Context: an optimization exercise on an open-source flow, tuned for small area and a short achievable clock period. The choices shown serve that exercise and are no tape-out recipe. In this exercise RTL edits were held to simulation tests only and were not proved equivalent to the original. Power is estimated from default activity; no workload was simulated.

## MIPS
module MIPS (
    input             clk,
    input             rst_n,
    input             in_valid,
    input      [31:0] instruction,
    input      [19:0] output_reg,
    output            out_valid,
    output     [31:0] out_1,
    output     [31:0] out_2,
    output     [31:0] out_3,
    output     [31:0] out_4,
    output            instruction_fail
);
function [5:0] dec;
    input [4:0] a;
    begin
        dec[0] = (a == 5'b10000);
        dec[1] = (a == 5'b11111);
        dec[2] = (a == 5'b10111);
        dec[3] = (a == 5'b01000);
        dec[4] = (a == 5'b10010);
        dec[5] = (a == 5'b10001);
    end
endfunction
function [31:0] rd6;
    input [5:0]  s;
    input [31:0] r0, r1, r2, r3, r4, r5;
    rd6 = ({32{s[0]}} & r0) | ({32{s[1]}} & r1) | ({32{s[2]}} & r2)
        | ({32{s[3]}} & r3) | ({32{s[4]}} & r4) | ({32{s[5]}} & r5);
endfunction
reg [31:0] rf0, rf1, rf2, rf3, rf4, rf5;
reg  [5:0] rv;         
wire [31:0] res;       
wire [5:0] op    = instruction[31:26];
wire [5:0] funct = instruction[5:0];
wire       is_r  = (op == 6'b000000);
wire       is_i  = (op == 6'b001000);
wire       f_add = is_r & (funct == 6'b100000);
wire       f_and = is_r & (funct == 6'b100100);
wire       f_or  = is_r & (funct == 6'b100101);
wire       f_nor = is_r & (funct == 6'b100111);
wire       f_sll = is_r & (funct == 6'b000000);
wire       f_srl = is_r & (funct == 6'b000010);
wire       legal = f_add | f_and | f_or | f_nor | f_sll | f_srl | is_i;
wire [5:0] rs_h  = dec(instruction[25:21]);
wire [5:0] rt_h  = dec(instruction[20:16]);
  ...
==> module MIPS, before the edit <==
module MIPS (
    input             clk,
    input             rst_n,
    input             in_valid,
    input      [31:0] instruction,
    input      [19:0] output_reg,
    output            out_valid,
    output     [31:0] out_1,
    output     [31:0] out_2,
    output     [31:0] out_3,
    output     [31:0] out_4,
    output            instruction_fail
);
function [5:0] dec;
    input [4:0] a;
    begin
        dec[0] = (a == 5'b10000);
        dec[1] = (a == 5'b11111);
        dec[2] = (a == 5'b10111);
        dec[3] = (a == 5'b01000);
        dec[4] = (a == 5'b10010);
        dec[5] = (a == 5'b10001);
    end
endfunction
function [31:0] rd6;
    input [5:0]  s;
    input [31:0] r0, r1, r2, r3, r4, r5;
    rd6 = ({32{s[0]}} & r0) | ({32{s[1]}} & r1) | ({32{s[2]}} & r2)
        | ({32{s[3]}} & r3) | ({32{s[4]}} & r4) | ({32{s[5]}} & r5);
endfunction
reg [31:0] rf0, rf1, rf2, rf3, rf4, rf5;
reg  [5:0] rv;         
wire [31:0] res;       
wire [5:0] op    = instruction[31:26];
wire [5:0] funct = instruction[5:0];
wire       is_r  = (op == 6'b000000);
wire       is_i  = (op == 6'b001000);
wire       f_add = is_r & (funct == 6'b100000);
wire       f_and = is_r & (funct == 6'b100100);
wire       f_or  = is_r & (funct == 6'b100101);
wire       f_nor = is_r & (funct == 6'b100111);
wire       f_sll = is_r & (funct == 6'b000000);
wire       f_srl = is_r & (funct == 6'b000010);
wire       legal = f_add | f_and | f_or | f_nor | f_sll | f_srl | is_i;
wire [5:0] rs_h  = dec(instruction[25:21]);
wire [5:0] rt_h  = dec(instruction[20:16]);
wire [5:0] rd_h  = dec(instruction[15:11]);
wire [5:0] dst_h = is_i ? rt_h : rd_h;
reg         v1;
reg   [5:0] dst1;
reg         ok1;       
reg         f1n;
reg  [31:0] a1, b1;
reg         add1, and1, or1, nor1, sll1, srl1;
reg   [4:0] sh1, rot1;
reg  [19:0] oreg1;
wire        f1   = ~(ok1 & (|dst1));
wire  [5:0] we1  = (v1 & ok1) ? dst1 : 6'd0;
wire        fwd_a = |(rs_h & we1);
wire        fwd_b = ~is_i & (|(rt_h & we1));
wire [31:0] pre_a = rd6(rs_h & rv, rf0, rf1, rf2, rf3, rf4, rf5);
wire [31:0] pre_b = is_i ? {{16{instruction[15]}}, instruction[15:0]}
                         : rd6(rt_h & rv, rf0, rf1, rf2, rf3, rf4, rf5);
always @(posedge clk or negedge rst_n) begin
    if (!rst_n) v1 <= 1'b0;
    else        v1 <= in_valid;
end
always @(posedge clk) begin
    dst1  <= dst_h;
    ok1   <= legal & (|rs_h) & (|rt_h);
    a1    <= fwd_a ? res : pre_a;
    b1    <= fwd_b ? res : pre_b;
    add1  <= f_add | is_i;
    and1  <= f_and;
    or1   <= f_or;
    nor1  <= f_nor;
    sll1  <= f_sll;
    srl1  <= f_srl;
    sh1   <= instruction[10:6];
    rot1  <= f_srl ? instruction[10:6] : -instruction[10:6];
    oreg1 <= output_reg;
end
wire [31:0] sum = a1 + b1;
wire [31:0] r0 = rot1[0] ? {b1[0], b1[31:1]}    : b1;
wire [31:0] r1 = rot1[1] ? {r0[1:0], r0[31:2]}  : r0;
wire [31:0] r2 = rot1[2] ? {r1[3:0], r1[31:4]}  : r1;
wire [31:0] r3 = rot1[3] ? {r2[7:0], r2[31:8]}  : r2;
wire [31:0] r4 = rot1[4] ? {r3[15:0], r3[31:16]} : r3;
wire [31:0] msk = ({32{sll1}} & ({32{1'b1}} << sh1)) | ({32{srl1}} & ({32{1'b1}} >> sh1));
assign res = ({32{add1}} & sum)
           | ({32{and1}} & (a1 & b1))
           | ({32{or1}}  & (a1 | b1))
           | ({32{nor1}} & ~(a1 | b1))
           | (msk & r4);
always @(posedge clk or negedge rst_n) begin
    if (!rst_n) rv <= 6'd0;
    else        rv <= rv | we1;
end
always @(posedge clk) begin
    if (we1[0]) rf0 <= res;
    if (we1[1]) rf1 <= res;
    if (we1[2]) rf2 <= res;
    if (we1[3]) rf3 <= res;
    if (we1[4]) rf4 <= res;
    if (we1[5]) rf5 <= res;
end
reg        v2;
reg        f2;
reg  [5:0] s1, s2, s3, s4;
always @(posedge clk or negedge rst_n) begin
    if (!rst_n) v2 <= 1'b0;
    else        v2 <= v1;
end
always @(posedge clk) begin
    f2 <= f1;
    s1 <= f1 ? 6'd0 : (dec(oreg1[4:0])   & (rv | we1));
    s2 <= f1 ? 6'd0 : (dec(oreg1[9:5])   & (rv | we1));
    s3 <= f1 ? 6'd0 : (dec(oreg1[14:10]) & (rv | we1));
    s4 <= f1 ? 6'd0 : (dec(oreg1[19:15]) & (rv | we1));
end
reg         v3;
reg         f3;
reg  [31:0] o1, o2, o3, o4;
always @(posedge clk or negedge rst_n) begin
    if (!rst_n) v3 <= 1'b0;
    else        v3 <= v2;
end
always @(posedge clk) begin
    f3 <= f2;
    o1 <= rd6(s1, rf0, rf1, rf2, rf3, rf4, rf5);
    o2 <= rd6(s2, rf0, rf1, rf2, rf3, rf4, rf5);
    o3 <= rd6(s3, rf0, rf1, rf2, rf3, rf4, rf5);
    o4 <= rd6(s4, rf0, rf1, rf2, rf3, rf4, rf5);
end
assign out_valid        = v3;
assign instruction_fail = f3;
assign out_1 = o1;
assign out_2 = o2;
assign out_3 = o3;
assign out_4 = o4;
endmodule
==> flow/config.mk <==
export PLATFORM = sky130hd
export DESIGN_NAME = MIPS
export DESIGN_NICKNAME = MIPS
export VERILOG_FILES = /design/flow/design.v
export SDC_FILE = /design/flow/constraint.sdc
export NUM_CORES = 4
export LEC_CHECK = 0
export CAP_MARGIN = 20
export CORE_MARGIN = 2
export CORE_UTILIZATION = 45
export SETUP_SLACK_MARGIN = 3.1
export SLEW_MARGIN = 20
==> flow/constraint.sdc <==
create_clock -name core_clock -period 6.0 [get_ports {clk}]
set_input_delay 1.2000 -clock core_clock [delete_from_list [all_inputs] [get_ports {clk}]]
set_output_delay 1.2000 -clock core_clock [all_outputs]
set_load 0.01 [all_outputs]
standard.sh (not shown) runs the stock make flow with config.mk's settings and CLKGATE_MAP_FILE= SYNTH_SCRIPT=/design/flow/synth_recipe.tcl, a recipe that flattens the netlist after the stock synthesis.
==> flow/flow/run.sh <==
#!/bin/bash
# The standard layout, with every input and output port buffered by a
# sky130_fd_sc_hd__buf_2 instead of the cell buffer_ports picks by default.
set -euo pipefail
export BUFFER_PORTS_ARGS="-buffer_cell sky130_fd_sc_hd__buf_2"
bash standard.sh > standard_flow.log 2>&1
Next try:
--- a/flow/design.v
+++ b/flow/design.v
@@ -115,27 +115,13 @@
     f2 <= f1;
     s1 <= f1 ? 6'd0 : (dec(oreg1[4:0])   & (rv | we1));
     s2 <= f1 ? 6'd0 : (dec(oreg1[9:5])   & (rv | we1));
     s3 <= f1 ? 6'd0 : (dec(oreg1[14:10]) & (rv | we1));
     s4 <= f1 ? 6'd0 : (dec(oreg1[19:15]) & (rv | we1));
 end
-reg         v3;
-reg         f3;
-reg  [31:0] o1, o2, o3, o4;
-always @(posedge clk or negedge rst_n) begin
-    if (!rst_n) v3 <= 1'b0;
-    else        v3 <= v2;
-end
-always @(posedge clk) begin
-    f3 <= f2;
-    o1 <= rd6(s1, rf0, rf1, rf2, rf3, rf4, rf5);
-    o2 <= rd6(s2, rf0, rf1, rf2, rf3, rf4, rf5);
-    o3 <= rd6(s3, rf0, rf1, rf2, rf3, rf4, rf5);
-    o4 <= rd6(s4, rf0, rf1, rf2, rf3, rf4, rf5);
-end
-assign out_valid        = v3;
-assign instruction_fail = f3;
-assign out_1 = o1;
-assign out_2 = o2;
-assign out_3 = o3;
-assign out_4 = o4;
+assign out_valid        = v2;
+assign instruction_fail = f2;
+assign out_1 = rd6(s1, rf0, rf1, rf2, rf3, rf4, rf5);
+assign out_2 = rd6(s2, rf0, rf1, rf2, rf3, rf4, rf5);
+assign out_3 = rd6(s3, rf0, rf1, rf2, rf3, rf4, rf5);
+assign out_4 = rd6(s4, rf0, rf1, rf2, rf3, rf4, rf5);
 endmodule
Effect: Setup slack loses 0.043 ns; cell count drops by 5.0%; sequential power came out lower by 26%; total power went down by 20%; worst hold slack is better by 0.10 ns; die area falls by 9.3%; via count is unchanged; critical path depth drops by 3.

what the ideal ports hide:
The flow's constraints put no driver on any port. The routed layouts listed below were extracted and timed again, unchanged, in two steps.
Step 1 (the two cells are an assumption about what drives the block):
set clk [get_ports {clk}]
set_driving_cell -lib_cell sky130_fd_sc_hd__clkbuf_16 $clk
set_driving_cell -lib_cell sky130_fd_sc_hd__buf_2 [delete_from_list [all_inputs] $clk]
Step 2 times the ports against the registers' clock, not the clock port: input delays grow and output delays shrink by t, the midpoint of the rising clock arrivals with the driver on.
Three values: no drivers, after step 1, after step 2; two values: the first two.
run | shift t [ns] | setup slack, ns | worst data-port slew with drivers (ns)
the first run | 0.655 | 3.030 / 3.030 / 2.475 | 0.06
the second run | 0.632 | 2.987 / 2.968 / 2.394 | 0.04
After both steps setup and hold are still met in every run listed. The setup slack of the second run, which loses most, moves by -0.019 ns with the drivers and by -0.593 ns with both steps.
